Background: an optimization exercise with open tools, aiming at small area and a short achievable clock period. Do not read the settings as production practice. Where RTL was checked, it was by simulation tests only, not by an equivalence proof against the original. For runs 1 to 3, only the layout was checked, not whether the RTL still works.

### flow/config.mk
export PLATFORM = sky130hd
export DESIGN_NAME = Subsystem
export DESIGN_NICKNAME = Subsystem
export VERILOG_FILES = /design/flow/design.v
export SDC_FILE = /design/flow/constraint.sdc
export NUM_CORES = 4
export LEC_CHECK = 0
export ABC_AREA = 1
export CAP_MARGIN = 20
export CORE_MARGIN = 2
export CORE_UTILIZATION = 40
export SETUP_SLACK_MARGIN = 5
export SLEW_MARGIN = 20
### flow/constraint.sdc
create_clock -name core_clock -period 15.0 [get_ports {clk}]
set_input_delay 3.0000 -clock core_clock [delete_from_list [all_inputs] [get_ports {clk}]]
set_output_delay 3.0000 -clock core_clock [all_outputs]
set_load 0.01 [all_outputs]
### flow/design.v
module step_rom(idx, step);
  input [6:0] idx;
  wire [6:0] idx;
  output [14:0] step;
  wire [14:0] step;
  wire n0;
  wire n1;
  wire n10;
  wire n100;
  wire n101;
  wire n102;
  wire n103;
  wire n104;
  wire n105;
  wire n106;
  wire n107;
  wire n108;
  wire n109;
  wire n11;
  wire n110;
  wire n111;
  wire n112;
  wire n113;
  wire n114;
  wire n115;
  wire n116;
  wire n117;
  wire n118;
  wire n119;
  wire n12;
  wire n120;
  wire n121;
  wire n122;
  wire n123;
  wire n124;
  wire n125;
  wire n126;
  wire n127;
  wire n128;
  wire n129;
  wire n13;
  wire n130;
  wire n131;
  wire n132;
  wire n133;
  wire n134;
  wire n135;
  wire n136;
  wire n137;
  wire n138;
  wire n139;
  wire n14;
  wire n140;
  wire n141;
  wire n142;
  wire n143;
  wire n144;
  wire n145;
  wire n146;
  wire n147;
  wire n148;
  wire n149;
  wire n15;
  wire n150;
  wire n151;
  wire n152;
  wire n153;
  wire n154;
  wire n155;
  wire n156;
  wire n157;
  wire n158;
  wire n159;
  wire n16;
  wire n160;
  wire n161;
  wire n162;
  wire n163;
  wire n164;
  wire n165;
  wire n166;
  wire n167;
  wire n168;
  wire n169;
  wire n17;
  wire n170;
  wire n171;
  wire n172;
  wire n173;
  wire n174;
  wire n175;
  wire n176;
  wire n177;
  wire n178;
  wire n179;
  wire n18;
  wire n180;
  wire n181;
  wire n182;
  wire n183;
  wire n184;
  wire n185;
  wire n186;
  wire n187;
  wire n188;
  wire n189;
  wire n19;
  wire n190;
  wire n191;
  wire n192;
  wire n193;
  wire n194;
  wire n195;
  wire n196;
  wire n197;
  wire n198;
  wire n199;
  wire n2;
  wire n20;
  wire n200;
  wire n201;
  wire n202;
  wire n203;
  wire n204;
  wire n205;
  wire n206;
  wire n207;
  wire n208;
  wire n209;
  wire n21;
  wire n210;
  wire n211;
  wire n212;
  wire n213;
  wire n214;
  wire n215;
  wire n216;
  wire n217;
  wire n22;
  wire n23;
  wire n24;
  wire n25;
  wire n26;
  wire n27;
  wire n28;
  wire n29;
  wire n3;
  wire n30;
  wire n31;
  wire n32;
  wire n33;
  wire n34;
  wire n35;
  wire n36;
  wire n37;
  wire n38;
  wire n39;
  wire n4;
  wire n40;
  wire n41;
  wire n42;
  wire n43;
  wire n44;
  wire n45;
  wire n46;
  wire n47;
  wire n48;
  wire n49;
  wire n5;
  wire n50;
  wire n51;
  wire n52;
  wire n53;
  wire n54;
  wire n55;
  wire n56;
  wire n57;
  wire n58;
  wire n59;
  wire n6;
  wire n60;
  wire n61;
  wire n62;
  wire n63;
  wire n64;
  wire n65;
  wire n66;
  wire n67;
  wire n68;
  wire n69;
  wire n7;
  wire n70;
  wire n71;
  wire n72;
  wire n73;
  wire n74;
  wire n75;
  wire n76;
  wire n77;
  wire n78;
  wire n79;
  wire n8;
  wire n80;
  wire n81;
  wire n82;
  wire n83;
  wire n84;
  wire n85;
  wire n86;
  wire n87;
  wire n88;
  wire n89;
  wire n9;
  wire n90;
  wire n91;
  wire n92;
  wire n93;
  wire n94;
  wire n95;
  wire n96;
  wire n97;
  wire n98;
  wire n99;
  assign n195 = ~idx[6];
  assign n194 = ~(idx[2] | idx[0]);
  assign n193 = n194 & ~(idx[1]);
  assign n192 = n193 | idx[3];
  assign n191 = ~(idx[1] | idx[0]);
  assign n190 = idx[2] & ~(n191);
  assign n189 = ~((n190 | n192) & idx[4]);
  assign n188 = ~(idx[2] | idx[1]);
  assign n187 = ~n188;
  assign n186 = idx[3] & ~(idx[4]);
  assign n185 = ~((n186 & n187) | idx[5]);
  assign step[13] = ~((n185 & n189) | n195);
  assign n184 = ~idx[5];
  assign n183 = ~idx[4];
  assign n182 = ~idx[3];
  assign n181 = ~idx[2];
  assign n180 = idx[1] & idx[0];
  assign n179 = n181 & ~(n180);
  assign n178 = idx[2] & ~(idx[1]);
  assign n177 = idx[1] & ~(idx[2]);
  assign n176 = ~(n177 | n178);
  assign n175 = ~n176;
  assign n174 = n182 ? n179 : n175;
  assign n173 = ~n191;
  assign n172 = n180 & ~(n181);
  assign n171 = n172 | idx[3];
  assign n170 = n173 & ~(n171);
  assign n169 = n183 ? n174 : n170;
  assign step[12] = ~((n169 & n184) | n195);
  assign n168 = idx[3] & ~(n179);
  assign n167 = ~(idx[5] & idx[4]);
  assign n166 = n168 & ~(n167);
  assign n165 = ~(n172 | n179);
  assign n164 = idx[3] ? idx[1] : n165;
  assign n163 = idx[2] & idx[0];
  assign n162 = ~n163;
  assign n161 = idx[0] & ~(idx[1]);
  assign n160 = ~(n161 | n178);
  assign n159 = ~((n160 & n162) | idx[3]);
  assign n158 = n183 ? n164 : n159;
  assign n157 = ~(n158 & n184);
  assign step[11] = n195 ? n166 : n157;
  assign n156 = n182 & ~(n180);
  assign n155 = n178 & ~(idx[0]);
  assign n154 = n155 | ~(n156);
  assign n153 = ~(idx[3] & idx[0]);
  assign n152 = ~((n153 & n154) | idx[4]);
  assign n151 = ~((n154 & idx[4]) | n152);
  assign n150 = ~((idx[3] | idx[2]) & idx[4]);
  assign n149 = n150 | n184;
  assign n148 = n149 | n168;
  assign step[10] = ~((n148 & n195) | (n151 & n184));
  assign n147 = ~idx[1];
  assign n146 = idx[2] ? n147 : n180;
  assign n145 = n182 ? idx[2] : n146;
  assign n144 = ~(n190 & idx[3]);
  assign n143 = idx[4] ? n145 : n144;
  assign n142 = idx[5] & ~(n143);
  assign n141 = idx[2] & idx[1];
  assign n140 = ~(n180 | n191);
  assign n139 = ~((n140 | n141) & n182);
  assign n138 = idx[2] & ~(idx[0]);
  assign n137 = ~(n140 & n181);
  assign n136 = n137 & ~(n138);
  assign n135 = ~n136;
  assign n134 = n181 ? n147 : n180;
  assign n133 = n182 ? n135 : n134;
  assign n132 = idx[4] ? n139 : n133;
  assign n131 = n132 | idx[5];
  assign step[9] = n195 ? n142 : n131;
  assign n130 = ~(n178 | n193);
  assign n129 = ~n130;
  assign n128 = idx[1] & ~(idx[0]);
  assign n127 = n128 | idx[2];
  assign n126 = n138 | ~(n127);
  assign n125 = n182 ? n129 : n126;
  assign n124 = ~n141;
  assign n123 = idx[3] ? n190 : n124;
  assign n122 = idx[4] ? n125 : n123;
  assign n121 = idx[5] & ~(n122);
  assign n120 = n126 | idx[3];
  assign n119 = n161 | n181;
  assign n118 = n177 | idx[3];
  assign n117 = n118 | ~(n119);
  assign n116 = n181 & ~(n161);
  assign n115 = idx[3] & ~(n128);
  assign n114 = n115 & ~(n116);
  assign n113 = n117 & ~(n114);
  assign n112 = idx[4] ? n120 : n113;
  assign n111 = n112 | idx[5];
  assign step[8] = n195 ? n121 : n111;
  assign n110 = idx[4] & ~(idx[5]);
  assign n109 = ~n110;
  assign n108 = ~(n141 & idx[3]);
  assign n107 = idx[3] ? n116 : n135;
  assign n106 = n181 ? n147 : n140;
  assign n105 = n182 ? n141 : n106;
  assign n104 = idx[4] ? n107 : n105;
  assign n103 = ~((n104 | n184) & (n108 | n109));
  assign n102 = n181 ? n147 : n128;
  assign n101 = n182 & ~(n102);
  assign n100 = idx[1] & ~(n194);
  assign n99 = n100 | n182;
  assign n98 = ~idx[0];
  assign n97 = n181 ? n98 : n161;
  assign n96 = ~(n97 & n182);
  assign n95 = n96 & n99;
  assign n94 = idx[4] ? n101 : n95;
  assign n93 = ~(n94 & n184);
  assign step[7] = n195 ? n103 : n93;
  assign n92 = n115 ? idx[2] : n116;
  assign n91 = n182 ? n146 : n126;
  assign n90 = idx[4] ? n92 : n91;
  assign n89 = idx[3] ? n124 : n172;
  assign n88 = n89 & ~(n183);
  assign n87 = idx[5] ? n90 : n88;
  assign n86 = ~(n127 & n162);
  assign n85 = n191 | idx[2];
  assign n84 = n182 ? n86 : n85;
  assign n83 = idx[4] ? n117 : n84;
  assign n82 = n83 | idx[5];
  assign step[6] = n195 ? n87 : n82;
  assign n81 = ~((n128 & n182) | n183);
  assign n80 = ~((n137 | n182) & n96);
  assign n79 = ~((n80 & n183) | n81);
  assign n78 = ~(n79 & n184);
  assign n77 = ~(n146 & idx[3]);
  assign n76 = n77 & n171;
  assign n75 = n177 & ~(idx[0]);
  assign n74 = ~(n75 | n155);
  assign n73 = idx[0] & ~(idx[2]);
  assign n72 = n73 & ~(idx[1]);
  assign n71 = ~(n138 | n72);
  assign n70 = n182 ? n74 : n71;
  assign n69 = ~n140;
  assign n68 = idx[2] ? n128 : n69;
  assign n67 = idx[3] ? n160 : n68;
  assign n66 = idx[4] ? n70 : n67;
  assign n65 = ~((n66 | n184) & (n76 | n109));
  assign step[5] = idx[6] ? n78 : n65;
  assign n64 = n140 & ~(n181);
  assign n63 = ~(n64 | n116);
  assign n62 = ~(n172 | n194);
  assign n61 = idx[3] ? n63 : n62;
  assign n60 = ~n128;
  assign n59 = ~((n162 & n60) | idx[3]);
  assign n58 = n183 ? n61 : n59;
  assign n57 = ~(n58 & n184);
  assign n56 = n147 ? idx[0] : n194;
  assign n55 = ~(n56 & idx[3]);
  assign n54 = ~(n156 & idx[2]);
  assign n53 = n183 ? n182 : n54;
  assign n52 = ~(n53 & n55);
  assign n51 = ~n146;
  assign n50 = n116 | n190;
  assign n49 = idx[3] ? n51 : n50;
  assign n48 = n182 ? n188 : n160;
  assign n47 = n183 ? n49 : n48;
  assign n46 = n184 ? n52 : n47;
  assign step[4] = idx[6] ? n57 : n46;
  assign n45 = n147 ? n73 : n138;
  assign n44 = n182 ? n56 : n45;
  assign n43 = ~n74;
  assign n42 = n161 | n194;
  assign n41 = idx[3] ? n43 : n42;
  assign n40 = idx[4] ? n44 : n41;
  assign n39 = ~(n144 & n192);
  assign n38 = n181 ? idx[1] : n128;
  assign n37 = n181 ? idx[0] : n140;
  assign n36 = ~n37;
  assign n35 = n182 ? n38 : n36;
  assign n34 = n183 ? n39 : n35;
  assign n33 = idx[5] ? n40 : n34;
  assign n32 = n182 ? n119 : n85;
  assign n31 = n176 ^ idx[0];
  assign n30 = n31 | idx[3];
  assign n29 = n183 ? n32 : n30;
  assign n28 = n29 | idx[5];
  assign step[3] = n195 ? n33 : n28;
  assign n27 = idx[3] ? n162 : n36;
  assign n26 = ~(n190 | n193);
  assign n25 = n182 ? n26 : n42;
  assign n24 = idx[4] ? n27 : n25;
  assign n23 = idx[3] ? n60 : n100;
  assign n22 = ~n180;
  assign n21 = ~((n138 | n182) & n22);
  assign n20 = idx[4] ? n23 : n21;
  assign n19 = n20 | n184;
  assign n18 = ~((n24 | idx[5]) & n19);
  assign n17 = ~n75;
  assign n16 = n182 ? n17 : n119;
  assign n15 = n118 | n64;
  assign n14 = n183 ? n16 : n15;
  assign n13 = n14 | idx[5];
  assign step[2] = n195 ? n18 : n13;
  assign n12 = idx[2] ? n191 : n22;
  assign n11 = ~(n141 | n191);
  assign n10 = ~n11;
  assign n9 = n182 ? n12 : n10;
  assign n8 = idx[3] ? n72 : n75;
  assign n7 = n119 & ~(n8);
  assign n6 = idx[4] ? n9 : n7;
  assign n5 = n6 | n184;
  assign n4 = ~(idx[3] | idx[0]);
  assign n3 = n4 | idx[2];
  assign n2 = n181 ? n128 : n69;
  assign n1 = n182 ? n69 : n2;
  assign n0 = ~((n1 & n183) | (n3 & n81));
  assign n217 = ~((n0 | idx[5]) & n5);
  assign n216 = n141 | ~(n4);
  assign n215 = n181 ? n98 : n22;
  assign n214 = idx[3] ? n127 : n215;
  assign n213 = idx[4] ? n216 : n214;
  assign n212 = n213 | idx[5];
  assign step[1] = n195 ? n217 : n212;
  assign n211 = n181 ? n98 : n191;
  assign n210 = n182 ? n173 : n211;
  assign n209 = ~((n130 & n182) | n183);
  assign n208 = n184 & ~(n209);
  assign n207 = ~((n210 | idx[4]) & n208);
  assign n206 = ~((n127 & idx[3]) | n43);
  assign n205 = n181 ? n161 : n140;
  assign n196 = n182 ? n180 : n205;
  assign n197 = n183 ? n206 : n196;
  assign n198 = idx[3] ? n69 : n11;
  assign n199 = n181 ? n173 : n60;
  assign n200 = n182 ? n98 : n199;
  assign n201 = idx[4] ? n198 : n200;
  assign n202 = idx[5] ? n197 : n201;
  assign step[0] = idx[6] ? n207 : n202;
  assign n203 = n191 | n183;
  assign n204 = n150 & ~(idx[5]);
  assign step[14] = ~((n204 & n203) | n195);
endmodule
module index_updator (
    input  logic [6:0] idx,
    input  logic [2:0] code,
    output logic [6:0] idx_next
);
    logic [7:0] sum;
    always_comb begin
        sum = {1'b0, idx} + {4'd0, code[1:0], 1'b0} + 8'd2;
        if (code[2]) begin
            idx_next = (sum > 8'd88) ? 7'd88 : sum[6:0];
        end else begin
            idx_next = (idx == 7'd0) ? 7'd0 : idx - 7'd1;
        end
    end
endmodule
module pfa #(parameter W = 16) (
    input  logic [W-1:0] a,
    input  logic [W-1:0] b,
    input  logic         ci,
    output logic [W-1:0] s,
    output logic         co
);
    localparam L = $clog2(W + 1);
    logic [W:0] g [0:L];
    logic [W:0] p [0:L];
    assign g[0][0] = ci;
    assign p[0][0] = 1'b0;
    genvar i, l;
    generate
        for (i = 0; i < W; i = i + 1) begin : gi
            assign g[0][i+1] = a[i] & b[i];
            assign p[0][i+1] = a[i] ^ b[i];
        end
        for (l = 0; l < L; l = l + 1) begin : gl
            for (i = 0; i <= W; i = i + 1) begin : gb
                if (((i >> l) & 1) == 1) begin : cmb
                    localparam integer J = ((i >> l) << l) - 1;
                    assign g[l+1][i] = g[l][i] | (p[l][i] & g[l][J]);
                    assign p[l+1][i] = p[l][i] & p[l][J];
                end else begin : pas
                    assign g[l+1][i] = g[l][i];
                    assign p[l+1][i] = p[l][i];
                end
            end
        end
        for (i = 0; i < W; i = i + 1) begin : gs
            assign s[i] = p[0][i+1] ^ g[L][i];
        end
    endgenerate
    assign co = g[L][W];
endmodule
module pfa2 #(parameter W = 16) (
    input  logic [W-1:0] a,
    input  logic [W-1:0] b,
    output logic [W-1:0] s0,
    output logic [W-1:0] s1
);
    localparam L = $clog2(W);
    logic [W-1:0] g [0:L];
    logic [W-1:0] p [0:L];
    genvar i, l;
    generate
        for (i = 0; i < W; i = i + 1) begin : gi
            assign g[0][i] = a[i] & b[i];
            assign p[0][i] = a[i] ^ b[i];
        end
        for (l = 0; l < L; l = l + 1) begin : gl
            for (i = 0; i < W; i = i + 1) begin : gb
                if (((i >> l) & 1) == 1) begin : cmb
                    localparam integer J = ((i >> l) << l) - 1;
                    assign g[l+1][i] = g[l][i] | (p[l][i] & g[l][J]);
                    assign p[l+1][i] = p[l][i] & p[l][J];
                end else begin : pas
                    assign g[l+1][i] = g[l][i];
                    assign p[l+1][i] = p[l][i];
                end
            end
        end
        assign s0[0] = p[0][0];
        assign s1[0] = ~p[0][0];
        for (i = 1; i < W; i = i + 1) begin : gs
            assign s0[i] = p[0][i] ^ g[L][i-1];
            assign s1[i] = p[0][i] ^ (g[L][i-1] | p[L][i-1]);
        end
    endgenerate
endmodule
module pco #(parameter W = 16) (
    input  logic [W-1:0] a,
    input  logic [W-1:0] b,
    output logic         co
);
    logic [W-1:0] s;
    logic         c;
    pfa #(W) u (.a(a), .b(b), .ci(1'b0), .s(s), .co(c));
    assign co = c;
endmodule
module csa #(parameter W = 16) (
    input  logic [W-1:0] a,
    input  logic [W-1:0] b,
    input  logic [W-1:0] c,
    output logic [W-1:0] s,
    output logic [W-1:0] cy
);
    assign s  = a ^ b ^ c;
    assign cy = (a & b) | (a & c) | (b & c);
endmodule
module Subsystem
          (clk,
           reset_x,
           clk_enable,
           in1,
           ce_out,
           Out1,
           Out2);
  input   clk;
  input   reset_x;
  input   clk_enable;
  input   signed [15:0] in1;
  output  ce_out;
  output  signed [15:0] Out1;
  output  signed [3:0] Out2;
  logic [15:0] enc_x;       
  logic        enc_v;       
  logic [3:0]  enc_code;    
  logic        enc_vo;      
  logic [6:0]  enc_idx;     
  logic [15:0] enc_pre;     
  logic [14:0] es;
  step_rom enc_rom (.idx(enc_idx), .step(es));
  logic [15:0] s0, sh1, sh2, sh3;    
  assign s0  = {1'b0, es};
  assign sh1 = {2'b0, es[14:1]};
  assign sh2 = {3'b0, es[14:2]};
  assign sh3 = {4'b0, es[14:3]};
  logic [16:0] e, em1;
  pfa2 #(17) u_e (.a({enc_x[15], enc_x}), .b(~{enc_pre[15], enc_pre}), .s0(em1), .s1(e));
  logic sgn;
  assign sgn = e[16];
  logic [15:0] nm;
  assign nm = sgn ? em1[15:0] : ~e[15:0];
  logic c1, c2, c3, c4, c5, c6, c7;
  logic k1, k2, k4;
  pco #(16) u_c1 (.a(nm), .b(sh2), .co(k1));
  pco #(16) u_c2 (.a(nm), .b(sh1), .co(k2));
  pco #(16) u_c4 (.a(nm), .b(s0),  .co(k4));
  assign c1 = ~k1;
  assign c2 = ~k2;
  assign c4 = ~k4;
  logic [15:0] sa, ca, sb, cb, sc, cc, sd, cd;
  logic        ka, kb, kc, kd;
  csa #(16) u_ra (.a(nm), .b(s0),  .c(sh2), .s(sa), .cy(ca));           
  pco #(16) u_c5 (.a(sa), .b({ca[14:0], 1'b0}), .co(ka));
  assign c5 = ~(ka | ca[15]);
  csa #(16) u_rb (.a(sa), .b({ca[14:0], 1'b0}), .c(sh1), .s(sb), .cy(cb));  
  pco #(16) u_c7 (.a(sb), .b({cb[14:0], 1'b0}), .co(kb));
  assign c7 = ~(kb | ca[15] | cb[15]);
  csa #(16) u_rc (.a(nm), .b(sh1), .c(sh2), .s(sc), .cy(cc));          
  pco #(16) u_c3 (.a(sc), .b({cc[14:0], 1'b0}), .co(kc));
  assign c3 = ~(kc | cc[15]);
  csa #(16) u_rd (.a(nm), .b(s0),  .c(sh1), .s(sd), .cy(cd));           
  pco #(16) u_c6 (.a(sd), .b({cd[14:0], 1'b0}), .co(kd));
  assign c6 = ~(kd | cd[15]);
  logic b2, b1, b0;
  assign b2 = c4;
  assign b1 = b2 ? c6 : c2;
  assign b0 = b2 ? (b1 ? c7 : c5) : (b1 ? c3 : c1);
  logic [15:0] msk;
  assign msk = {16{sgn}};
  logic [15:0] q1, q2, q3, r1, r2, r3, pn;
  logic        pn_co;
  csa #(16) u_p1 (.a(enc_pre), .b(sh3 ^ msk), .c((s0 & {16{b2}}) ^ msk), .s(q1), .cy(r1));
  csa #(16) u_p2 (.a(q1), .b({r1[14:0], sgn}), .c((sh1 & {16{b1}}) ^ msk), .s(q2), .cy(r2));
  csa #(16) u_p3 (.a(q2), .b({r2[14:0], sgn}), .c((sh2 & {16{b0}}) ^ msk), .s(q3), .cy(r3));
  pfa #(16) u_p (.a(q3), .b({r3[14:0], sgn}), .ci(sgn), .s(pn), .co(pn_co));
  logic [6:0] e_idx_n;
  index_updator enc_iu (.idx(enc_idx), .code({b2, b1, b0}), .idx_next(e_idx_n));
  always_ff @(posedge clk) begin
    if (reset_x) begin
      enc_x    <= 16'd0;
      enc_v    <= 1'b0;
      enc_code <= 4'd0;
      enc_vo   <= 1'b0;
      enc_idx  <= 7'd0;
      enc_pre  <= 16'd0;
    end else begin
      enc_x    <= in1;
      enc_v    <= clk_enable;
      enc_code <= {sgn, b2, b1, b0};
      enc_vo   <= enc_v;
      enc_idx  <= e_idx_n;
      enc_pre  <= {pn[15:1], pn[0] | (pn[15] & ~|pn[14:0])};
    end
  end
  logic [3:0]  dec_code;    
  logic        dec_en;
  logic [6:0]  dec_idx;
  logic [15:0] dec_out;     
  logic [14:0] ds;
  step_rom dec_rom (.idx(dec_idx), .step(ds));
  logic [6:0]  d_idx_n;
  index_updator dec_iu (.idx(dec_idx), .code(dec_code[2:0]), .idx_next(d_idx_n));
  logic [15:0] t0, t1, t2, t3;
  assign t0 = {4'd0, ds[14:3]};
  assign t1 = dec_code[2] ? {1'b0, ds} : 16'd0;
  assign t2 = dec_code[1] ? {2'd0, ds[14:1]} : 16'd0;
  assign t3 = dec_code[0] ? {3'd0, ds[14:2]} : 16'd0;
  logic [15:0] cs1, cc1, cs2, cc2, dq;
  logic        dq_co;
  csa #(16) u_d1 (.a(t0), .b(t1), .c(t2), .s(cs1), .cy(cc1));
  csa #(16) u_d2 (.a(cs1), .b({cc1[14:0], 1'b0}), .c(t3), .s(cs2), .cy(cc2));
  pfa #(16) u_dq (.a(cs2), .b({cc2[14:0], 1'b0}), .ci(1'b0), .s(dq), .co(dq_co));
  logic [16:0] sm;
  logic        sm_co;
  pfa #(17) u_o (.a({dec_out[15], dec_out}), .b({dq[15], dq} ^ {17{dec_code[3]}}), .ci(dec_code[3]),
                 .s(sm), .co(sm_co));
  logic [15:0] d_next;
  always_comb begin
    if (sm[16] != sm[15])                  d_next = sm[16] ? 16'h8001 : 16'h7fff;
    else if (sm[15:0] == 16'h8000)         d_next = 16'h8001;
    else                                   d_next = sm[15:0];
  end
  always_ff @(posedge clk) begin
    if (reset_x) begin
      dec_code <= 4'd0;
      dec_en   <= 1'b0;
      dec_idx  <= 7'd0;
      dec_out  <= 16'd0;
    end else begin
      dec_code <= enc_vo ? enc_code : 4'd0;
      dec_en   <= enc_vo;
      dec_idx  <= d_idx_n;
      dec_out  <= dec_en ? d_next : 16'd0;
    end
  end
  assign Out1   = dec_out;
  assign Out2   = enc_code;
  assign ce_out = clk_enable;
endmodule
### flow/run.sh
#!/bin/bash
# synth_recipe.tcl (not shown) runs the flow's synth.tcl, then flattens the netlist and writes it again
# the make line also repeats each setting of config.mk as NAME=value (left out here)
make -C /OpenROAD-flow-scripts/flow DESIGN_CONFIG=/design/flow/config.mk WORK_HOME=/design/flow/orfs CLKGATE_MAP_FILE= SYNTH_SCRIPT=/design/flow/synth_recipe.tcl finish
==> summary.txt, run 1 <==
Outcome
  • Status: timing/DRC/antenna clean

Setup path
  • Slowest-stage cell, CP: fa_1
  • Worst Path Required: around 15 ns
  • CP Capture Type: register
  • Maximum fanout along the worst path: 18
  • Crit path DAT: 9.52 ns
  • Crit path largest cell delay: around 0.52 ns
  • Most used cell, CP: inv_1
  • CP Launch Type: register
  • Crit Path Category: register to register

STA
  • Clk_skew: about 0.011 ns
  • Final setup violation count: 0
  • Hold Vio Cnt, Final: 0
  • Slew Viols, Final: 0
  • Max Freq: about 110 MHz
  • Setup TNS: 0 ns
  • Slew HR: 0.331
  • Fin crit share: 0.617
  • Final Critical Period: just over 9 ns
  • Setup slack after layout: 5.75 ns
  • Least-Margin Pin Slew: approximately 1.0 ns
  • RSZ-0062 raised after global routing: no

Placement
  • DP Area: roughly 15000 um^2
  • Post-Place Setup Slack: 5.17 ns
  • Placed insts: around 2.5k
  • Routability cong.: between 0.9 and 1
  • HPWL Detailed: 34300 um
  • # port buffers: 39

GRT
  • Total congestion overflow: 0
  • M2 GR Usage: 0.381
  • Largest net degree at the start of global routing: about 50
  • M3 GR Usage: 0.0200
  • Global-route wire length before repair: 68700 um
  • Initial antenna violation count: 0
  • Total track usage: 0.222
  • Gr busiest metal: met2
  • Met1 Use GR: 0.300
  • Vias in the first global route: 13.5k

Synth
  • Main combinational cell family by area after synthesis: adder cells
  • Syn Nets: 2418
  • Seq cells post-synth: 73
  • Mux contribution to synthesized area: 0.00206
  • Post-synth EDFFs: 0
  • Synth unique cells: 64
  • Synth Area in Compound Gates: 0.142
  • Post-Synth Simple-Gate Area: 0.224
  • Synth Warn #: 11
  • Syn avg cell area: 7.02 um^2
  • Post-synth ARST share: 0
  • Syn Inst Count: about 2.1k
  • Post-Synth XOR/XNOR Area: 0.0498
  • Register area share after synthesis: 0.100
  • Ys flop type: dfxtp_1
  • Cell Area, Synth: approximately 15000 um^2
  • Synth Area in Adders: 0.347

Clock network
  • Root Driver: clkbuf_16
  • Total CTS buffers: 9
  • Clock buffer depth: 2
  • H-tree Lvls: 3
  • Clock Latency Late Sink: between 0.3 and 0.4 ns
  • Hold_buf cts: 0
  • TritonCTS clock tree: done
  • Clock sink count: 73
  • Clock transition at path regs: 0.06 ns

Routing
  • Initial detailed-routing violation count: approximately 1.2k
  • Vias per cell: around 5.3
  • Via count: ~14k
  • First-pass DRT Iterations: 6
  • Routed wire length: around 42000 um
  • DR WL/cell: 16.4 um
  • ANT nets after route: 0
  • # DRC: 0

Floorplanning
  • Core area: ~36000 um^2
  • DIE AREA: between 30000 and 40000 um^2
  • I/O pin total: 40
  • Num rows: 69
  • Die Width: a little under 200 um
  • Die height: slightly below 200 um
  • Starting Density: 0.407

Job
  • Max cap viols: 0

Final layout
  • Number of diodes: 0
  • P&R area growth vs syn: 8.32%
  • Fin nets: about 2.4k
  • Most common cell after layout, fill and taps aside: inv_1
  • Fill cell count: about 3.7k
  • Non-Filler Instances: roughly 2.6k
  • Commonest non-fill, non-tap cells in the layout: inv_1 (414), nand2_1 (364), nor2_1 (198), ha_1 (191), fa_1 (133)
  • Post-route cell area: between 15000 and 20000 um^2
  • Share of cells above drive strength 1: 0.0676

Worst hold path
  • Worst hold path type: register to register
## layout make-up
cell class / count / area [um^2] / share of cell area
Multi-Input combinational cell: 1508 / 11200 / 0.711
Inverter: 443 / 1680 / 0.107
Sequential cell: 73 / 1460 / 0.0928
Tap cell: 461 / 577 / 0.0366
Timing Repair Buffer: 60 / 543 / 0.0344
Clock buffer: 10 / 239 / 0.0152
Clock inverter: 6 / 50.0 / 0.00317
## state kept, by name, indices dropped and copies added (netlist names)
| name | cells |
|---|---|
| dec_out | 16 |
| enc_pre | 16 |
| enc_x | 16 |
| dec_idx | 7 |
| enc_idx | 7 |
| dec_code | 4 |
| enc_code | 4 |
| dec_en | 1 |
| enc_v | 1 |
| enc_vo | 1 |
## critical path: cells and delay by family (launching register included)
family          cells  cell delay, ns
fa+ha+maj           8            3.22
simple gates       22            2.90
compound gates      6            1.36
buf+inv             7            0.69
flops               1            0.38
xor+xnor            1            0.38
mux                 1            0.23
## metal layers
layer / wire length (um) / up-vias / part of all wire
met5: 0 / - / 0
met4: 969 / 0 / 0.023
met3: 2270 / 75 / 0.054
met2: 19900 / 472 / 0.47
li1: - / 6636 / -
met1: 18900 / 6358 / 0.45
## per-stage QoR
step	hold slack (ns)	utilization
finish	0.429	0.441
global route	0.452	0.441
CTS	0.434	0.438
detailed placement	0.424	0.430
global placement	0.414	0.430
floorplan	0.388	-
## final timing paths
| path | from | endpoint | slack (ns) | cells after the start |
|---|---|---|---|---|
| worst min-delay path | enc_code[2] | dec_code[2] | 0.43 | 2 |
| worst max-delay path | enc_pre[0] | enc_pre[0] | 5.75 | 45 |
| worst min register to register | enc_code[2] | dec_code[2] | 0.43 | 2 |
| worst max register to register | enc_pre[0] | enc_pre[0] | 5.75 | 45 |
## repair_timing
action | in CTS | in global routing
buffers inserted | 0 | 6
setup endpoints to repair | 0 | 1
gates resized for setup | 0 | 13
endpoints found under the hold margin | 0 | 0
## synth_stat cells, types with 18 or more instances
| library cell | number | area share |
|---|---|---|
| ha_1 | 191 | 0.16 |
| nor3_1 | 18 | 0.0062 |
| nand2_2 | 19 | 0.0082 |
| nand3_1 | 83 | 0.029 |
| a21oi_1 | 129 | 0.044 |
| dfxtp_1 | 73 | 0.10 |
| o21ai_0 | 96 | 0.033 |
| xor2_1 | 55 | 0.033 |
| clkbuf_1 | 26 | 0.0067 |
| xnor2_1 | 26 | 0.016 |
| nor2_1 | 198 | 0.051 |
| inv_1 | 416 | 0.11 |
| fa_1 | 133 | 0.18 |
| nand2_1 | 364 | 0.094 |
## kinds of logic (layout without fill, tap and decap cells)
logic type      Yosys count  in the layout
xor+xnor                 82             82
fa+ha+maj               324            324
buf+inv                 495            519
simple gates            751            752
mux                       3              3
flops                    73             73
compound gates          347            347
==> run 2: changes to the inputs <==
--- a/flow/design.v
+++ b/flow/design.v
@@ -478,5 +478,5 @@
     output logic         co
 );
-    localparam L = $clog2(W + 1);
+    localparam L = ((W + 1) <= 2 ? 1 : (W + 1) <= 4 ? 2 : (W + 1) <= 8 ? 3 : (W + 1) <= 16 ? 4 : (W + 1) <= 32 ? 5 : 6);
     logic [W:0] g [0:L];
     logic [W:0] p [0:L];
@@ -513,5 +513,5 @@
     output logic [W-1:0] s1
 );
-    localparam L = $clog2(W);
+    localparam L = (W <= 2 ? 1 : W <= 4 ? 2 : W <= 8 ? 3 : W <= 16 ? 4 : W <= 32 ? 5 : 6);
     logic [W-1:0] g [0:L];
     logic [W-1:0] p [0:L];
@@ -547,8 +547,27 @@
     output logic         co
 );
-    logic [W-1:0] s;
-    logic         c;
-    pfa #(W) u (.a(a), .b(b), .ci(1'b0), .s(s), .co(c));
-    assign co = c;
+    localparam L = (W <= 2 ? 1 : W <= 4 ? 2 : W <= 8 ? 3 : W <= 16 ? 4 : W <= 32 ? 5 : 6);
+    logic [W-1:0] g [0:L];
+    logic [W-1:0] t [0:L];
+    genvar i, l;
+    generate
+        for (i = 0; i < W; i = i + 1) begin : gi
+            assign g[0][i] = a[i] & b[i];
+            assign t[0][i] = a[i] | b[i];
+        end
+        for (l = 0; l < L; l = l + 1) begin : gl
+            for (i = 0; i < W; i = i + 1) begin : gb
+                if (((i >> l) & 1) == 1) begin : cmb
+                    localparam integer J = ((i >> l) << l) - 1;
+                    assign g[l+1][i] = g[l][i] | (t[l][i] & g[l][J]);
+                    assign t[l+1][i] = t[l][i] & t[l][J];
+                end else begin : pas
+                    assign g[l+1][i] = g[l][i];
+                    assign t[l+1][i] = t[l][i];
+                end
+            end
+        end
+    endgenerate
+    assign co = g[L][W-1];
 endmodule
 module csa #(parameter W = 16) (
@@ -583,4 +602,6 @@
   logic [6:0]  enc_idx;     
   logic [15:0] enc_pre;     
+  logic [15:0] pre;         
+  assign pre = {enc_pre[15:1], enc_pre[0] | (enc_pre[15] & ~|enc_pre[14:0])};
   logic [14:0] es;
   step_rom enc_rom (.idx(enc_idx), .step(es));
@@ -591,5 +612,5 @@
   assign sh3 = {4'b0, es[14:3]};
   logic [16:0] e, em1;
-  pfa2 #(17) u_e (.a({enc_x[15], enc_x}), .b(~{enc_pre[15], enc_pre}), .s0(em1), .s1(e));
+  pfa2 #(17) u_e (.a({enc_x[15], enc_x}), .b(~{pre[15], pre}), .s0(em1), .s1(e));
   logic sgn;
   assign sgn = e[16];
@@ -626,5 +647,5 @@
   logic [15:0] q1, q2, q3, r1, r2, r3, pn;
   logic        pn_co;
-  csa #(16) u_p1 (.a(enc_pre), .b(sh3 ^ msk), .c((s0 & {16{b2}}) ^ msk), .s(q1), .cy(r1));
+  csa #(16) u_p1 (.a(pre), .b(sh3 ^ msk), .c((s0 & {16{b2}}) ^ msk), .s(q1), .cy(r1));
   csa #(16) u_p2 (.a(q1), .b({r1[14:0], sgn}), .c((sh1 & {16{b1}}) ^ msk), .s(q2), .cy(r2));
   csa #(16) u_p3 (.a(q2), .b({r2[14:0], sgn}), .c((sh2 & {16{b0}}) ^ msk), .s(q3), .cy(r3));
@@ -646,5 +667,5 @@
       enc_vo   <= enc_v;
       enc_idx  <= e_idx_n;
-      enc_pre  <= {pn[15:1], pn[0] | (pn[15] & ~|pn[14:0])};
+      enc_pre  <= pn;
     end
   end
@@ -652,5 +673,11 @@
   logic        dec_en;
   logic [6:0]  dec_idx;
+  logic [16:0] dec_sum;     
   logic [15:0] dec_out;     
+  always_comb begin
+    if (dec_sum[16] != dec_sum[15])        dec_out = dec_sum[16] ? 16'h8001 : 16'h7fff;
+    else if (dec_sum[15:0] == 16'h8000)    dec_out = 16'h8001;
+    else                                   dec_out = dec_sum[15:0];
+  end
   logic [14:0] ds;
   step_rom dec_rom (.idx(dec_idx), .step(ds));
@@ -671,10 +698,4 @@
   pfa #(17) u_o (.a({dec_out[15], dec_out}), .b({dq[15], dq} ^ {17{dec_code[3]}}), .ci(dec_code[3]),
                  .s(sm), .co(sm_co));
-  logic [15:0] d_next;
-  always_comb begin
-    if (sm[16] != sm[15])                  d_next = sm[16] ? 16'h8001 : 16'h7fff;
-    else if (sm[15:0] == 16'h8000)         d_next = 16'h8001;
-    else                                   d_next = sm[15:0];
-  end
   always_ff @(posedge clk) begin
     if (reset_x) begin
@@ -682,10 +703,10 @@
       dec_en   <= 1'b0;
       dec_idx  <= 7'd0;
-      dec_out  <= 16'd0;
+      dec_sum  <= 17'd0;
     end else begin
       dec_code <= enc_vo ? enc_code : 4'd0;
       dec_en   <= enc_vo;
       dec_idx  <= d_idx_n;
-      dec_out  <= dec_en ? d_next : 16'd0;
+      dec_sum  <= dec_en ? sm : 17'd0;
     end
   end
==> run 2 against run 1 <==
Compared with the run above: largest cell class unchanged; sequential share of layout area barely moved; cell count rose by 6.6%; critical path type unchanged; final area rose by 0.75%; via count rose by 5.2%; fmax rose by 2.8%.
==> summary.txt, run 2 <==
Clock network
  • Post-CTS setup buffer count: 0
  • Clock transition at path regs: about 0.070 ns
  • Clock Latency Late Sink: 0.36 ns
  • Clock sink count: 74
  • Total CTS buffers: 9
  • H-tree Lvls: 3
  • Post-cts gate resize count: 0
  • Hold_buf cts: 0
  • Clock buffer depth: 2
  • Root Driver: clkbuf_16
  • TritonCTS clock tree: done

Final layout
  • Register area: 1480 um^2
  • Largest regs: dec_sum: 17 flops, enc_pre: 16 flops, enc_x: 16 flops
  • Most common cell after layout, fill and taps aside: nand2_1
  • Share of cells above drive strength 1: 0.0345
  • Max reg flops: 17
  • P&R area growth vs syn: 7.25%
  • Post-route cell area: 15900 um^2
  • Fin nets: 2572
  • Fill cell count: between 3k and 4k
  • Biggest register: dec_sum
  • Number of diodes: 0
  • Area of the multi-input gates: 11300 um^2
  • Final design utilization: 0.435
  • Commonest non-fill, non-tap cells in the layout: nand2_1 (475), inv_1 (438), nor2_1 (250), ha_1 (172), nand3_1 (138)

Synth
  • Seq cells post-synth: 74
  • Register area share after synthesis: 0.100
  • Synth unique cells: 63
  • Syn Inst Count: around 2.3k
  • Post-synth EDFFs: 0
  • Area share of the largest cell type after synthesis: 0.168
  • Syn avg cell area: ~6.6 um^2
  • Area contributors post-synth: fa_1 (17%), ha_1 (15%), nand2_1 (12%)
  • Ys flop type: dfxtp_1
  • Commonest cells post-synth: nand2_1 (475), inv_1 (438), nor2_1 (250), ha_1 (172), nand3_1 (138)
  • Area leader, netlist: fa_1
  • Syn Nets: 2569
  • Cell Area, Synth: approximately 15000 um^2
  • Count leader, synth: nand2_1
  • Post-synth ARST share: 0
  • Synth Warn #: 14

Setup path
  • Flop-to-flop setup slack: roughly 6 ns
  • Most used cell, CP: nand2_1
  • Worst r2r path cells: 44
  • Worst Path Required: around 15 ns
  • Crit Path Category: register to register
  • Slowest-stage cell, CP: nand2_2
  • Maximum fanout along the worst path: 38
  • CP Capture Type: register
  • RR Startpoint: enc_pre[9]
  • Crit path largest cell delay: 0.65 ns
  • Crit path DAT: between 9 and 10 ns
  • CP Launch Type: register
  • RR Endpoint: enc_pre[10]

STA
  • Setup TNS: 0 ns
  • Slew HR: 0.353
  • RSZ-0062 raised after global routing: no
  • Max Freq: 111 MHz
  • Final Critical Period: 9.00 ns
  • Slew Viols, Final: 0
  • Hold_ws: 0.409 ns
  • Fin crit share: 0.600
  • Least-Margin Pin Slew: 0.965 ns
  • Final setup violation count: 0
  • Clk_skew: approximately 0.011 ns
  • Hold Vio Cnt, Final: 0

Routing
  • DR WL/cell: 15.9 um
  • Initial detailed-routing violation count: 1086
  • ANT nets after route: 0
  • Via count: approximately 14k
  • First-pass DRT Iterations: 8
  • # DRC: 0
  • Vias per cell: ~5.2
  • Routed wire length: ~43000 um

GRT
  • Global-route wire length before repair: ~72000 um
  • Initial antenna violation count: 0
  • Total track usage: 0.231
  • Total congestion overflow: 0
  • Vias in the first global route: ~14k
  • Largest net degree at the start of global routing: between 40 and 50

Worst hold path
  • Worst hold path startpoint: enc_v
  • Worst Hold End: enc_vo
  • Hold Path Depth: 2
  • Worst hold path type: register to register

Floorplanning
  • Num rows: 70
  • I/O pin total: 40
  • Starting Density: 0.406
  • Die height: ~200 um
  • Die Width: between 150 and 200 um
  • DIE AREA: approximately 39000 um^2
  • Core area: roughly 37000 um^2

Placement
  • DP Area: about 16000 um^2
  • HPWL Detailed: ~35000 um
  • Routability cong.: between 0.9 and 1
  • # port buffers: 39

Job
  • Max cap viols: 0

Outcome
  • Status: timing/DRC/antenna clean
[run 2: layer usage]
layer  part of all wire  global-route usage  vias to the layer above
li1                   -                   -                     7084
met1               0.45               0.298                     6621
met2               0.47               0.391                      441
met3              0.049              0.0293                       96
met4              0.036              0.0943                        0
met5                  0                   0                        -
[run 2: logic make-up (layout without fill, tap and decap cells)]
group / after synthesis / count (layout) / share of synthesized area
DFF: 74 / 74 / 0.100
and+or+nand+nor: 940 / 940 / 0.265
buffers and inverters: 510 / 518 / 0.135
adders and majority gates: 296 / 296 / 0.313
xor gates and xnor gates: 76 / 76 / 0.0449
AOI/OAI and AO/OA: 358 / 358 / 0.143
[run 2: layout make-up]
class / instances / share of cell area
multi-input cells: 1670 / 0.714
clock inverters: 7 / 0.00630
clock buffers: 9 / 0.0142
flip-flops and latches: 74 / 0.0932
inverters: 454 / 0.107
repair buffers: 48 / 0.0285
well taps: 468 / 0.0368
[run 2: worst max-delay path by stage]
stage / depth (start not counted) / end / start
global placement: 45 / enc_pre[14] / enc_pre[14]
CTS: 45 / enc_pre[14] / enc_pre[9]
detailed placement: 45 / enc_pre[14] / enc_pre[9]
finish: 44 / enc_pre[10] / enc_pre[9]
floorplan: 44 / enc_pre[14] / enc_pre[14]
global route: 45 / enc_pre[14] / enc_pre[9]
[run 2: critical path: cells and delay by family, from the launching register on]
kind	cells	cell delay [ns]
compound gates	12	2.28
simple gates	21	3.36
flops	1	0.30
fa+ha+maj	6	2.57
buf+inv	5	0.44
[run 2: stage by stage]
step / setup slack [ns] / std cells
finish: 6.00 / 2730
global route: 5.23 / 2730
CTS: 6.07 / 2730
detailed placement: 6.08 / 2714
global placement: 6.31 / 2714
floorplan: 7.71 / 2254
==> run 3: changes to the inputs <==
--- a/flow/config.mk
+++ b/flow/config.mk
@@ -9,5 +9,6 @@
 export CAP_MARGIN = 20
 export CORE_MARGIN = 2
-export CORE_UTILIZATION = 40
+export CORE_UTILIZATION = 60
+export PLACE_DENSITY = 0.75
 export SETUP_SLACK_MARGIN = 5
 export SLEW_MARGIN = 20
==> run 3 against run 2 <==
Compared with the run above: sequential cell count stayed put; wire length shrank 3.3%; first-iteration DRC count grew 19%; critical endpoint is now enc_pre[15].
==> summary.txt, run 3 <==
Placement
  • # port buffers: 39
  • Post-Place Setup Slack: 6.09 ns
  • DP Area: ~15000 um^2
  • HPWL Detailed: 33900 um
  • Placed insts: roughly 2.6k
  • Routability cong.: 0.968

Clock network
  • TritonCTS clock tree: done
  • Clock Latency Late Sink: about 0.35 ns
  • Total CTS buffers: 9
  • Post-cts gate resize count: 0
  • Clock transition at path regs: about 0.07 ns
  • H-tree Lvls: 3
  • Root Driver: clkbuf_16
  • Hold_buf cts: 0
  • Clock sink count: 74
  • Clock buffer depth: 2
  • Post-CTS setup buffer count: 0

Synth
  • Synth Area in Compound Gates: 0.143
  • Synth Area in Adders: 0.313
  • Area share of the largest cell type after synthesis: 0.168
  • Main combinational cell family by area after synthesis: adder cells
  • Post-Synth Simple-Gate Area: 0.265
  • Area leader, netlist: fa_1
  • Count leader, synth: nand2_1
  • Seq cells post-synth: 74
  • Syn Nets: 2569
  • Ys flop type: dfxtp_1
  • Post-Synth XOR/XNOR Area: 0.0449
  • Post-synth ARST share: 0
  • Mux contribution to synthesized area: 0
  • Syn avg cell area: approximately 6.6 um^2
  • Syn Inst Count: approximately 2.3k
  • Cell Area, Synth: 14800 um^2
  • Register area share after synthesis: 0.100
  • Synth unique cells: 63
  • Commonest cells post-synth: nand2_1 (475), inv_1 (438), nor2_1 (250), ha_1 (172), nand3_1 (138)
  • Synth Warn #: 14
  • Post-synth EDFFs: 0
  • Area contributors post-synth: fa_1 (17%), ha_1 (15%), nand2_1 (12%)

Routing
  • ANT nets after route: 0
  • First-pass DRT Iterations: 7
  • # DRC: 0
  • Initial detailed-routing violation count: between 1k and 1.5k
  • Vias per cell: ~5.6
  • Routed wire length: between 40000 and 50000 um
  • Via count: about 15k
  • DR WL/cell: between 15 and 20 um

Setup path
  • Crit path DAT: a little over 9 ns
  • Most used cell, CP: nand2_1
  • Crit path largest cell delay: 0.64 ns
  • RR Startpoint: enc_pre[14]
  • Maximum fanout along the worst path: 38
  • CP Capture Type: register
  • CP startpoint: enc_pre[14]
  • CP Launch Type: register
  • Slowest-stage cell, CP: nand2_2
  • Crit Path Category: register to register
  • Worst Path Required: 15.25 ns

Job
  • Max cap viols: 0

STA
  • RSZ-0062 raised after global routing: no
  • Fin crit share: 0.599
  • Final Critical Period: between 8 and 9 ns
  • Setup TNS: 0 ns
  • Setup slack after layout: 6.02 ns
  • Slew Viols, Final: 0
  • Max Freq: approximately 110 MHz
  • Slew HR: 0.387
  • Final setup violation count: 0
  • Hold Vio Cnt, Final: 0
  • Least-Margin Pin Slew: approximately 0.92 ns
  • Clk_skew: about 0.01 ns

Outcome
  • Status: timing/DRC/antenna clean

Final layout
  • Max reg flops: 17
  • Fin nets: 2574
  • Largest regs: dec_sum: 17 flops, enc_pre: 16 flops, enc_x: 16 flops
  • P&R area growth vs syn: 5.87%
  • Share of cells above drive strength 1: 0.0345
  • Number of diodes: 0
  • Non-Filler Instances: 2588
  • Commonest non-fill, non-tap cells in the layout: nand2_1 (475), inv_1 (438), nor2_1 (250), ha_1 (172), nand3_1 (138)
  • Biggest register: dec_sum
  • Post-route cell area: between 15000 and 20000 um^2
  • Most common cell after layout, fill and taps aside: nand2_1

Worst hold path
  • Worst hold path startpoint: enc_v
  • Worst hold path type: register to register

GRT
  • Total congestion overflow: 0
  • Global-route wire length before repair: roughly 70000 um
  • Total track usage: 0.329
  • Vias in the first global route: around 14k
  • Initial antenna violation count: 0
  • M2 GR Usage: 0.570
  • Met1 Use GR: 0.424
  • M3 GR Usage: 0.0455
  • Largest net degree at the start of global routing: 41
  • Gr busiest metal: met2

Floorplanning
  • DIE AREA: roughly 26000 um^2
  • Core area: approximately 24000 um^2
  • Starting Density: 0.611
  • Die Width: around 160 um
  • Num rows: 57
  • Die height: between 150 and 200 um
  • I/O pin total: 40
==> run 3: critical path, delay by kind of cell (launching register included) <==
kind                       cells  cell delay [ns]
adders and majority gates      6             2.16
DFF                            1             0.33
buffers and inverters          4             0.38
and+or+nand+nor               24             3.67
AOI/OAI and AO/OA             12             2.26
==> run 3: area by class of cell <==
type / count / area (um^2)
Clock inverter: 5 / 37.5
Fill cell: 2274 / 8560
Multi-Input combinational cell: 1670 / 11300
Timing Repair Buffer: 50 / 473
Tap cell: 324 / 405
Sequential cell: 74 / 1480
Clock buffer: 11 / 243
Inverter: 454 / 1710
==> run 3: cell families after synthesis <==
kind of cell             Yosys count
flip-flops                        74
buffers and inverters            510
adder cells (fa/ha/maj)          296
AND/OR/NAND/NOR                  940
AO/OA/AOI/OAI                    358
XOR/XNOR                          76
==> run 3: through the flow <==
stage           util  hold WS (ns)
5_1_grt        0.647         0.442
3_5_place_dp   0.635         0.396
6_report       0.647         0.404
4_1_cts        0.647         0.404
3_3_place_gp   0.635         0.390
2_1_floorplan      -         0.388
==> run 3: layer usage <==
layer / share of wire / vias to the layer above
li1: - / 7101
met1: 0.42 / 6763
met2: 0.48 / 633
met3: 0.071 / 104
met4: 0.030 / 0
met5: 0 / -
==> run 3: final timing paths <==
| kind | endpoint | slack (ns) | depth (start not counted) |
|---|---|---|---|
| max | enc_pre[15] | 6.02 | 46 |
| min | enc_vo | 0.40 | 2 |
| max reg2reg | enc_pre[15] | 6.02 | 46 |
| min reg2reg | enc_vo | 0.40 | 2 |
==> run 4: changes to the inputs <==
--- a/flow/design.v
+++ b/flow/design.v
@@ -602,6 +602,8 @@
   logic [6:0]  enc_idx;     
   logic [15:0] enc_pre;     
+  logic        pflag;       
   logic [15:0] pre;         
-  assign pre = {enc_pre[15:1], enc_pre[0] | (enc_pre[15] & ~|enc_pre[14:0])};
+  assign pflag = enc_pre[15] & ~|enc_pre[14:0];
+  assign pre   = {enc_pre[15:1], enc_pre[0] | pflag};
   logic [14:0] es;
   step_rom enc_rom (.idx(enc_idx), .step(es));
@@ -611,10 +613,10 @@
   assign sh2 = {3'b0, es[14:2]};
   assign sh3 = {4'b0, es[14:3]};
-  logic [16:0] e, em1;
-  pfa2 #(17) u_e (.a({enc_x[15], enc_x}), .b(~{pre[15], pre}), .s0(em1), .s1(e));
+  logic [16:0] ex, ex1;
+  pfa2 #(17) u_e (.a({enc_x[15], enc_x}), .b(~{enc_pre[15], enc_pre}), .s0(ex1), .s1(ex));
   logic sgn;
-  assign sgn = e[16];
+  assign sgn = pflag ? ex1[16] : ex[16];
   logic [15:0] nm;
-  assign nm = sgn ? em1[15:0] : ~e[15:0];
+  assign nm = pflag ? (ex1[16] ? 16'hfffe : ~ex1[15:0]) : (ex[16] ? ex1[15:0] : ~ex[15:0]);
   logic c1, c2, c3, c4, c5, c6, c7;
   logic k1, k2, k4;
--- a/flow/config.mk
+++ b/flow/config.mk
@@ -9,6 +9,5 @@
 export CAP_MARGIN = 20
 export CORE_MARGIN = 2
-export CORE_UTILIZATION = 60
-export PLACE_DENSITY = 0.75
+export CORE_UTILIZATION = 40
 export SETUP_SLACK_MARGIN = 5
 export SLEW_MARGIN = 20
==> run 4 against run 3 <==
Compared with the run above: final area is 3.9% higher; core utilization down 21 points; critical path type unchanged; clock skew increased by 0.0011 ns; cell count grew 7.6%; non-clock buffer count is 3 higher; fmax increased by 3.7%; wire length grew 8.0%; setup slack gained 0.32 ns; synthesized cell count up 0.31%; sequential share of layout area shrank 0.35 points.
==> summary.txt, run 4 <==
Outcome
  • Status: timing/DRC/antenna clean

Synth
  • Syn Nets: around 2.6k
  • Area share of the largest cell type after synthesis: 0.169
  • Syn Inst Count: ~2.3k
  • Cell Area, Synth: roughly 15000 um^2
  • Synth unique cells: slightly below 70
  • Count leader, synth: nand2_1
  • Commonest cells post-synth: nand2_1 (438), inv_1 (419), nor2_1 (229), ha_1 (176), nand3_1 (154)
  • Ys flop type: dfxtp_1
  • Main combinational cell family by area after synthesis: adder cells
  • Synth Area in Compound Gates: 0.144
  • Post-Synth XOR/XNOR Area: 0.0497
  • Register area share after synthesis: 0.0979
  • Syn avg cell area: 6.70 um^2
  • Area contributors post-synth: fa_1 (17%), ha_1 (15%), nand2_1 (11%)
  • Synth Area in Adders: 0.315
  • Mux contribution to synthesized area: 0
  • Synth Warn #: 14
  • Post-synth ARST share: 0
  • Post-synth EDFFs: 0
  • Seq cells post-synth: 74
  • Area leader, netlist: fa_1
  • Post-Synth Simple-Gate Area: 0.264

Routing
  • Vias per cell: about 5.3
  • Initial detailed-routing violation count: slightly above 1k
  • ANT nets after route: 0
  • # DRC: 0
  • DR WL/cell: around 16 um
  • Routed wire length: 45500 um
  • Via count: approximately 15k
  • First-pass DRT Iterations: 6

Floorplanning
  • Die height: approximately 200 um
  • Core area: 37500 um^2
  • I/O pin total: 40
  • Die Width: approximately 200 um
  • Starting Density: 0.404
  • Num rows: between 70 and 80
  • DIE AREA: 39400 um^2

Final layout
  • Area of the multi-input gates: 11700 um^2
  • Fin nets: 2591
  • Commonest non-fill, non-tap cells in the layout: nand2_1 (438), inv_1 (419), nor2_1 (229), ha_1 (176), nand3_1 (154)
  • Fill cell count: ~4.0k
  • Register area: approximately 1500 um^2
  • Largest regs: dec_sum: 17 flops, enc_pre: 16 flops, enc_x: 16 flops
  • Share of cells above drive strength 1: 0.0550
  • Most common cell after layout, fill and taps aside: nand2_1
  • Final design utilization: 0.435
  • Biggest register: dec_sum
  • Number of diodes: 0
  • Max reg flops: 17
  • P&R area growth vs syn: 7.63%

Setup path
  • Most used cell, CP: nand2_1
  • Crit path DAT: around 8.9 ns
  • Crit path largest cell delay: between 0.7 and 0.8 ns
  • Worst Path Required: around 15 ns
  • CP Launch Type: register
  • Maximum fanout along the worst path: 16
  • Slowest-stage cell, CP: o21ai_0
  • Crit Path Category: register to register
  • CP Capture Type: register

Placement
  • # port buffers: 39
  • Routability cong.: 0.919
  • HPWL Detailed: ~37000 um

STA
  • Fin crit share: 0.577
  • Clk_skew: approximately 0.011 ns
  • RSZ-0062 raised after global routing: no
  • Setup TNS: 0 ns
  • Least-Margin Pin Slew: around 1 ns
  • Max Freq: 115 MHz
  • Final setup violation count: 0
  • Slew HR: 0.334
  • Hold Vio Cnt, Final: 0
  • Slew Viols, Final: 0
  • Final Critical Period: 8.66 ns

Clock network
  • Clock Latency Late Sink: about 0.36 ns
  • TritonCTS clock tree: done
  • Post-CTS setup buffer count: 0
  • Clock transition at path regs: around 0.06 ns
  • Root Driver: clkbuf_16
  • Post-cts gate resize count: 0
  • Total CTS buffers: 9
  • H-tree Lvls: 3
  • Hold_buf cts: 0
  • Clock buffer depth: 2
  • Clock sink count: 74

GRT
  • Total track usage: 0.235
  • Largest net degree at the start of global routing: 43
  • Global-route wire length before repair: 73900 um
  • Met1 Use GR: 0.294
  • Vias in the first global route: 14.4k
  • M2 GR Usage: 0.422
  • Total congestion overflow: 0
  • Initial antenna violation count: 0
  • M3 GR Usage: 0.0234
  • Gr busiest metal: met2

Worst hold path
  • Worst hold path type: register to register

Job
  • Max cap viols: 0
run 4: stage by stage:
stage | cells | setup WS [ns] | area [um^2] | hold slack, ns
2_1_floorplan | 2261 | 7.97 | 15100 | 0.388
3_3_place_gp | 2768 | 6.37 | 16000 | 0.390
3_5_place_dp | 2768 | 6.35 | 16000 | 0.399
4_1_cts | 2784 | 6.36 | 16300 | 0.412
5_1_grt | 2784 | 5.49 | 16300 | 0.432
6_report | 2784 | 6.34 | 16300 | 0.410
run 4: path summary, 6_finish.rpt:
path              start    endpoint  slack, ns  cells after the start
max          enc_idx[1]  enc_pre[7]       6.34                     32
min               enc_v      enc_vo       0.41                      2
max reg2reg  enc_idx[1]  enc_pre[7]       6.34                     32
min reg2reg       enc_v      enc_vo       0.41                      2
run 4: logic make-up after synthesis:
logic type                 Yosys count
and+or+nand+nor                    925
buffers and inverters              508
AOI/OAI and AO/OA                  365
adders and majority gates          304
DFF                                 74
xor gates and xnor gates            85
run 4: layout make-up:
cell class,instances,area share
Inverter,451,0.104
Clock buffer,11,0.0143
Clock inverter,5,0.00338
Timing Repair Buffer,53,0.0301
Multi-Input combinational cell,1679,0.718
Sequential cell,74,0.0909
Tap cell,511,0.0392
run 4: critical path: cells and delay by family, from the launching register on:
| family | cells | cell delay, ns |
|---|---|---|
| compound gates | 7 | 2.01 |
| flops | 1 | 0.54 |
| simple gates | 14 | 2.41 |
| buf+inv | 4 | 0.82 |
| fa+ha+maj | 7 | 2.78 |
run 4: routing by layer:
metal	share of wire	vias up
met1	0.42	6864
met2	0.49	519
met3	0.056	98
met4	0.030	0
met5	0	-
li1	-	7180
==> run 5: changes to the inputs <==
--- a/flow/config.mk
+++ b/flow/config.mk
@@ -7,7 +7,7 @@
 export LEC_CHECK = 0
 export ABC_AREA = 1
-export CAP_MARGIN = 20
+export CAP_MARGIN = 80
 export CORE_MARGIN = 2
 export CORE_UTILIZATION = 40
 export SETUP_SLACK_MARGIN = 5
-export SLEW_MARGIN = 20
+export SLEW_MARGIN = 90
==> run 5 against run 4 <==
Compared with the run above: synthesized cell count did not move; the run now fails in global routing; area after synthesis stayed put.
==> summary.txt, run 5 <==
GRT
  • Total congestion overflow: 187
  • Total track usage: 0.698
  • Largest net degree at the start of global routing: 16

Synth
  • Cell Area, Synth: ~15000 um^2
  • Post-synth EDFFs: 0
  • Synth Area in Compound Gates: 0.144
  • Syn Inst Count: between 2k and 2.5k
  • Post-Synth Simple-Gate Area: 0.264
  • Area leader, netlist: fa_1
  • Commonest cells post-synth: nand2_1 (438), inv_1 (419), nor2_1 (229), ha_1 (176), nand3_1 (154)
  • Main combinational cell family by area after synthesis: adder cells
  • Count leader, synth: nand2_1
  • Syn avg cell area: approximately 6.7 um^2
  • Synth Warn #: 14
  • Synth Area in Adders: 0.315
  • Post-synth ARST share: 0
  • Seq cells post-synth: between 70 and 80
  • Synth unique cells: about 70
  • Syn Nets: about 2.6k
  • Mux contribution to synthesized area: 0
  • Area share of the largest cell type after synthesis: 0.169
  • Register area share after synthesis: 0.0979
  • Ys flop type: dfxtp_1
  • Post-Synth XOR/XNOR Area: 0.0497
  • Area contributors post-synth: fa_1 (17%), ha_1 (15%), nand2_1 (11%)

Outcome
  • Err: [ERROR GRT-0232] Routing congestion too high. Check the congestion heatmap in the GUI.
  • Status: stopped before the end
  • Stopping stage: global routing

Floorplanning
  • I/O pin total: 40
  • Starting Density: 0.404
  • Die height: 199 um
  • Die Width: roughly 200 um
  • Num rows: 71

Clock network
  • H-tree Lvls: 3
  • Clock sink count: 74
  • Clock buffer depth: 2
  • Root Driver: clkbuf_16
  • Total CTS buffers: 9

Placement
  • Post-Place Setup Slack: -7.12 ns
  • HPWL Detailed: between 50000 and 60000 um
  • Placed insts: ~3.4k
  • # port buffers: 39
  • Routability cong.: 0.919
==> run 5: metal layers <==
metal	GRT overflow	global-route usage
met5	0	0.162
met4	107	0.744
met1	1	0.669
met3	3	0.520
met2	76	0.904
==> run 5: cells by family after synthesis <==
family / after synthesis
compound gates: 365
buf+inv: 508
flops: 74
xor+xnor: 85
simple gates: 925
fa+ha+maj: 304
==> run 5: through the flow <==
stage / cell area, um^2 / utilization / hold WS, ns / setup TNS, ns
after floorplan: 15100 / - / 0.388 / 0
after global placement: 16000 / 0.427 / 0.390 / 0
after detailed placement: 26500 / 0.706 / 0.399 / -143.13
after CTS: 28300 / 0.756 / 0.409 / 0
==> run 5: how the worst max path moves through the flow <==
stage          slack, ns       start           to  depth (start not counted)
3_3_place_gp        6.37  enc_idx[1]   enc_pre[7]                         32
2_1_floorplan       7.97  dec_idx[0]  dec_sum[15]                         38
4_1_cts             4.99  dec_idx[1]  dec_sum[15]                         58
3_5_place_dp       -7.12  dec_idx[0]  dec_sum[15]                         66
==> run 5: what timing repair did <==
item | 4_1_cts
buffers inserted | 152
hold buffers | 0
pin swaps | 121
resized for setup | 625
endpoints found under the setup margin | 41
==> run 6: changes to the inputs <==
--- a/flow/config.mk
+++ b/flow/config.mk
@@ -7,7 +7,7 @@
 export LEC_CHECK = 0
 export ABC_AREA = 1
-export CAP_MARGIN = 80
+export CAP_MARGIN = 60
 export CORE_MARGIN = 2
 export CORE_UTILIZATION = 40
 export SETUP_SLACK_MARGIN = 5
-export SLEW_MARGIN = 90
+export SLEW_MARGIN = 80
==> run 6 against run 5 <==
Compared with the run above: the run now finishes clean; area after synthesis is the same; synthesized cell count did not move.
==> summary.txt, run 6 <==
Floorplanning
  • I/O pin total: 40
  • DIE AREA: roughly 39000 um^2
  • Die Width: between 150 and 200 um
  • Num rows: 71
  • Core area: approximately 37000 um^2

Synth
  • Mux contribution to synthesized area: 0
  • Syn Nets: 2584
  • Count leader, synth: nand2_1
  • Cell Area, Synth: 15100 um^2
  • Synth Area in Adders: 0.315
  • Ys flop type: dfxtp_1
  • Synth unique cells: between 60 and 70
  • Post-Synth Simple-Gate Area: 0.264
  • Post-Synth XOR/XNOR Area: 0.0497
  • Register area share after synthesis: 0.0979
  • Main combinational cell family by area after synthesis: adder cells
  • Syn Inst Count: roughly 2.3k
  • Area leader, netlist: fa_1
  • Area share of the largest cell type after synthesis: 0.169
  • Syn avg cell area: 6.70 um^2
  • Post-synth ARST share: 0
  • Area contributors post-synth: fa_1 (17%), ha_1 (15%), nand2_1 (11%)

Outcome
  • Status: timing/DRC/antenna clean

STA
  • Max Freq: around 130 MHz
  • Clk_skew: 0.0163 ns
  • Fin crit share: 0.525
  • Setup TNS: 0 ns
  • Final Critical Period: 7.87 ns
  • Least-Margin Pin Slew: about 0.3 ns
  • Hold Vio Cnt, Final: 0
  • Slew HR: 0.802

Setup path
  • Crit path largest cell delay: around 0.48 ns
  • Maximum fanout along the worst path: 17
  • Crit Path Category: register to register
  • CP Capture Type: register
  • Crit path DAT: 8.16 ns
  • Slowest-stage cell, CP: fa_1
  • CP Launch Type: register
  • Worst Path Required: between 15 and 20 ns

Placement
  • # port buffers: 39
  • Routability cong.: about 0.92

Routing
  • Vias per cell: about 5.3
  • ANT nets after route: 0
  • Via count: ~15k
  • DR WL/cell: approximately 16 um
  • Routed wire length: approximately 46000 um
  • Initial detailed-routing violation count: 891
  • First-pass DRT Iterations: 5
  • # DRC: 0

Final layout
  • Biggest register: dec_sum
  • Non-Filler Instances: approximately 2.8k
  • P&R area growth vs syn: 14.6%
  • Most common cell after layout, fill and taps aside: nand2_1
  • Number of diodes: 0
  • Max reg flops: 17
  • Share of cells above drive strength 1: 0.125

Clock network
  • Clock sink count: 74
  • Total CTS buffers: 9
  • Post-CTS setup buffer count: 0
  • Clock Latency Late Sink: 0.36 ns
  • Clock transition at path regs: around 0.07 ns
  • Root Driver: clkbuf_16

GRT
  • Gr busiest metal: met2
  • M2 GR Usage: 0.418
  • Total track usage: 0.236
  • Met1 Use GR: 0.295
  • Largest net degree at the start of global routing: 38

Worst hold path
  • Worst hold path type: register to register

Job
  • Max cap viols: 0
==> run 6: cell counts after synthesis <==
No cell type changed its count.
==> run 6: layer usage <==
metal / share of wire / vias to the layer above / wire length [um]
li1: - / 7212 / -
met1: 0.42 / 6928 / 19200
met2: 0.49 / 498 / 22500
met3: 0.053 / 102 / 2410
met4: 0.034 / 0 / 1530
met5: 0 / - / 0
==> run 6: path summary, 6_finish.rpt <==
kind         depth (start not counted)       start  slack (ns)         end
min                                  2       enc_v        0.40      enc_vo
min reg2reg                          2       enc_v        0.40      enc_vo
max                                 44  enc_pre[0]        7.13  enc_pre[7]
max reg2reg                         44  enc_pre[0]        7.13  enc_pre[7]
==> run 6: metrics by stage <==
stage	hold slack, ns	util	setup slack [ns]	cell area [um^2]
detailed placement	0.392	0.450	7.12	16900
global route	0.413	0.463	6.49	17300
floorplan	0.388	-	7.97	15100
CTS	0.401	0.458	7.09	17200
global placement	0.390	0.427	6.37	16000
finish	0.401	0.463	7.13	17300
==> run 6: cell families (layout without fill, tap and decap cells) <==
logic type,Yosys count,count (layout)
xor+xnor,85,85
buf+inv,508,535
compound gates,365,365
flops,74,74
fa+ha+maj,304,304
simple gates,925,925
==> run 6: final cells by class <==
| cell class | count | area [um^2] |
|---|---|---|
| Clock buffer | 11 | 254 |
| Clock inverter | 4 | 51.3 |
| Tap cell | 511 | 639 |
| Inverter | 451 | 1740 |
| Timing Repair Buffer | 69 | 683 |
| Sequential cell | 74 | 1510 |
| Fill cell | 3876 | 20100 |
| Multi-Input combinational cell | 1679 | 12500 |
==> run 6: worst max-delay path: cells and delay by family, from the launching register on <==
| kind | cells | cell delay, ns |
|---|---|---|
| adders and majority gates | 7 | 2.82 |
| DFF | 1 | 0.43 |
| AOI/OAI and AO/OA | 4 | 0.42 |
| buffers and inverters | 7 | 0.71 |
| and+or+nand+nor | 26 | 3.37 |

-- separate check: timing with driven ports --
The flow's constraints put no driver on any port. The routed layouts listed below were extracted and timed again, unchanged, in two steps. Step 1 (the two cells are an assumption about what drives the block):
set clk [get_ports {clk}]
set_driving_cell -lib_cell sky130_fd_sc_hd__clkbuf_16 $clk
set_driving_cell -lib_cell sky130_fd_sc_hd__buf_2 [delete_from_list [all_inputs] $clk]
Step 2 moves the port delays by t, midway between the first and last clock arrival at a register: inputs arrive t later, outputs are due t later. That takes back most of the time a late clock gives input paths. a / b / c = no drivers / after step 1 / after step 2; a / b = the first two.
run	t, ns	setup WS [ns]	worst setup path at the end	latest minus earliest clock arrival (ns)	worst data-port slew with drivers (ns)
run 1	0.387	5.748 / 5.748 / 5.748	register to register	0.012 / 0.011	0.07
run 2	0.416	6.004 / 6.005 / 6.005	register to register	0.011 / 0.012	0.03
run 3	0.396	6.016 / 6.016 / 6.016	register to register	0.011 / 0.011	0.04
run 4	0.396	6.339 / 6.339 / 6.339	register to register	0.011 / 0.011	0.04
run 6	0.402	7.131 / 7.131 / 7.131	register to register	0.016 / 0.016	0.04
After both steps every run listed still meets setup and hold.
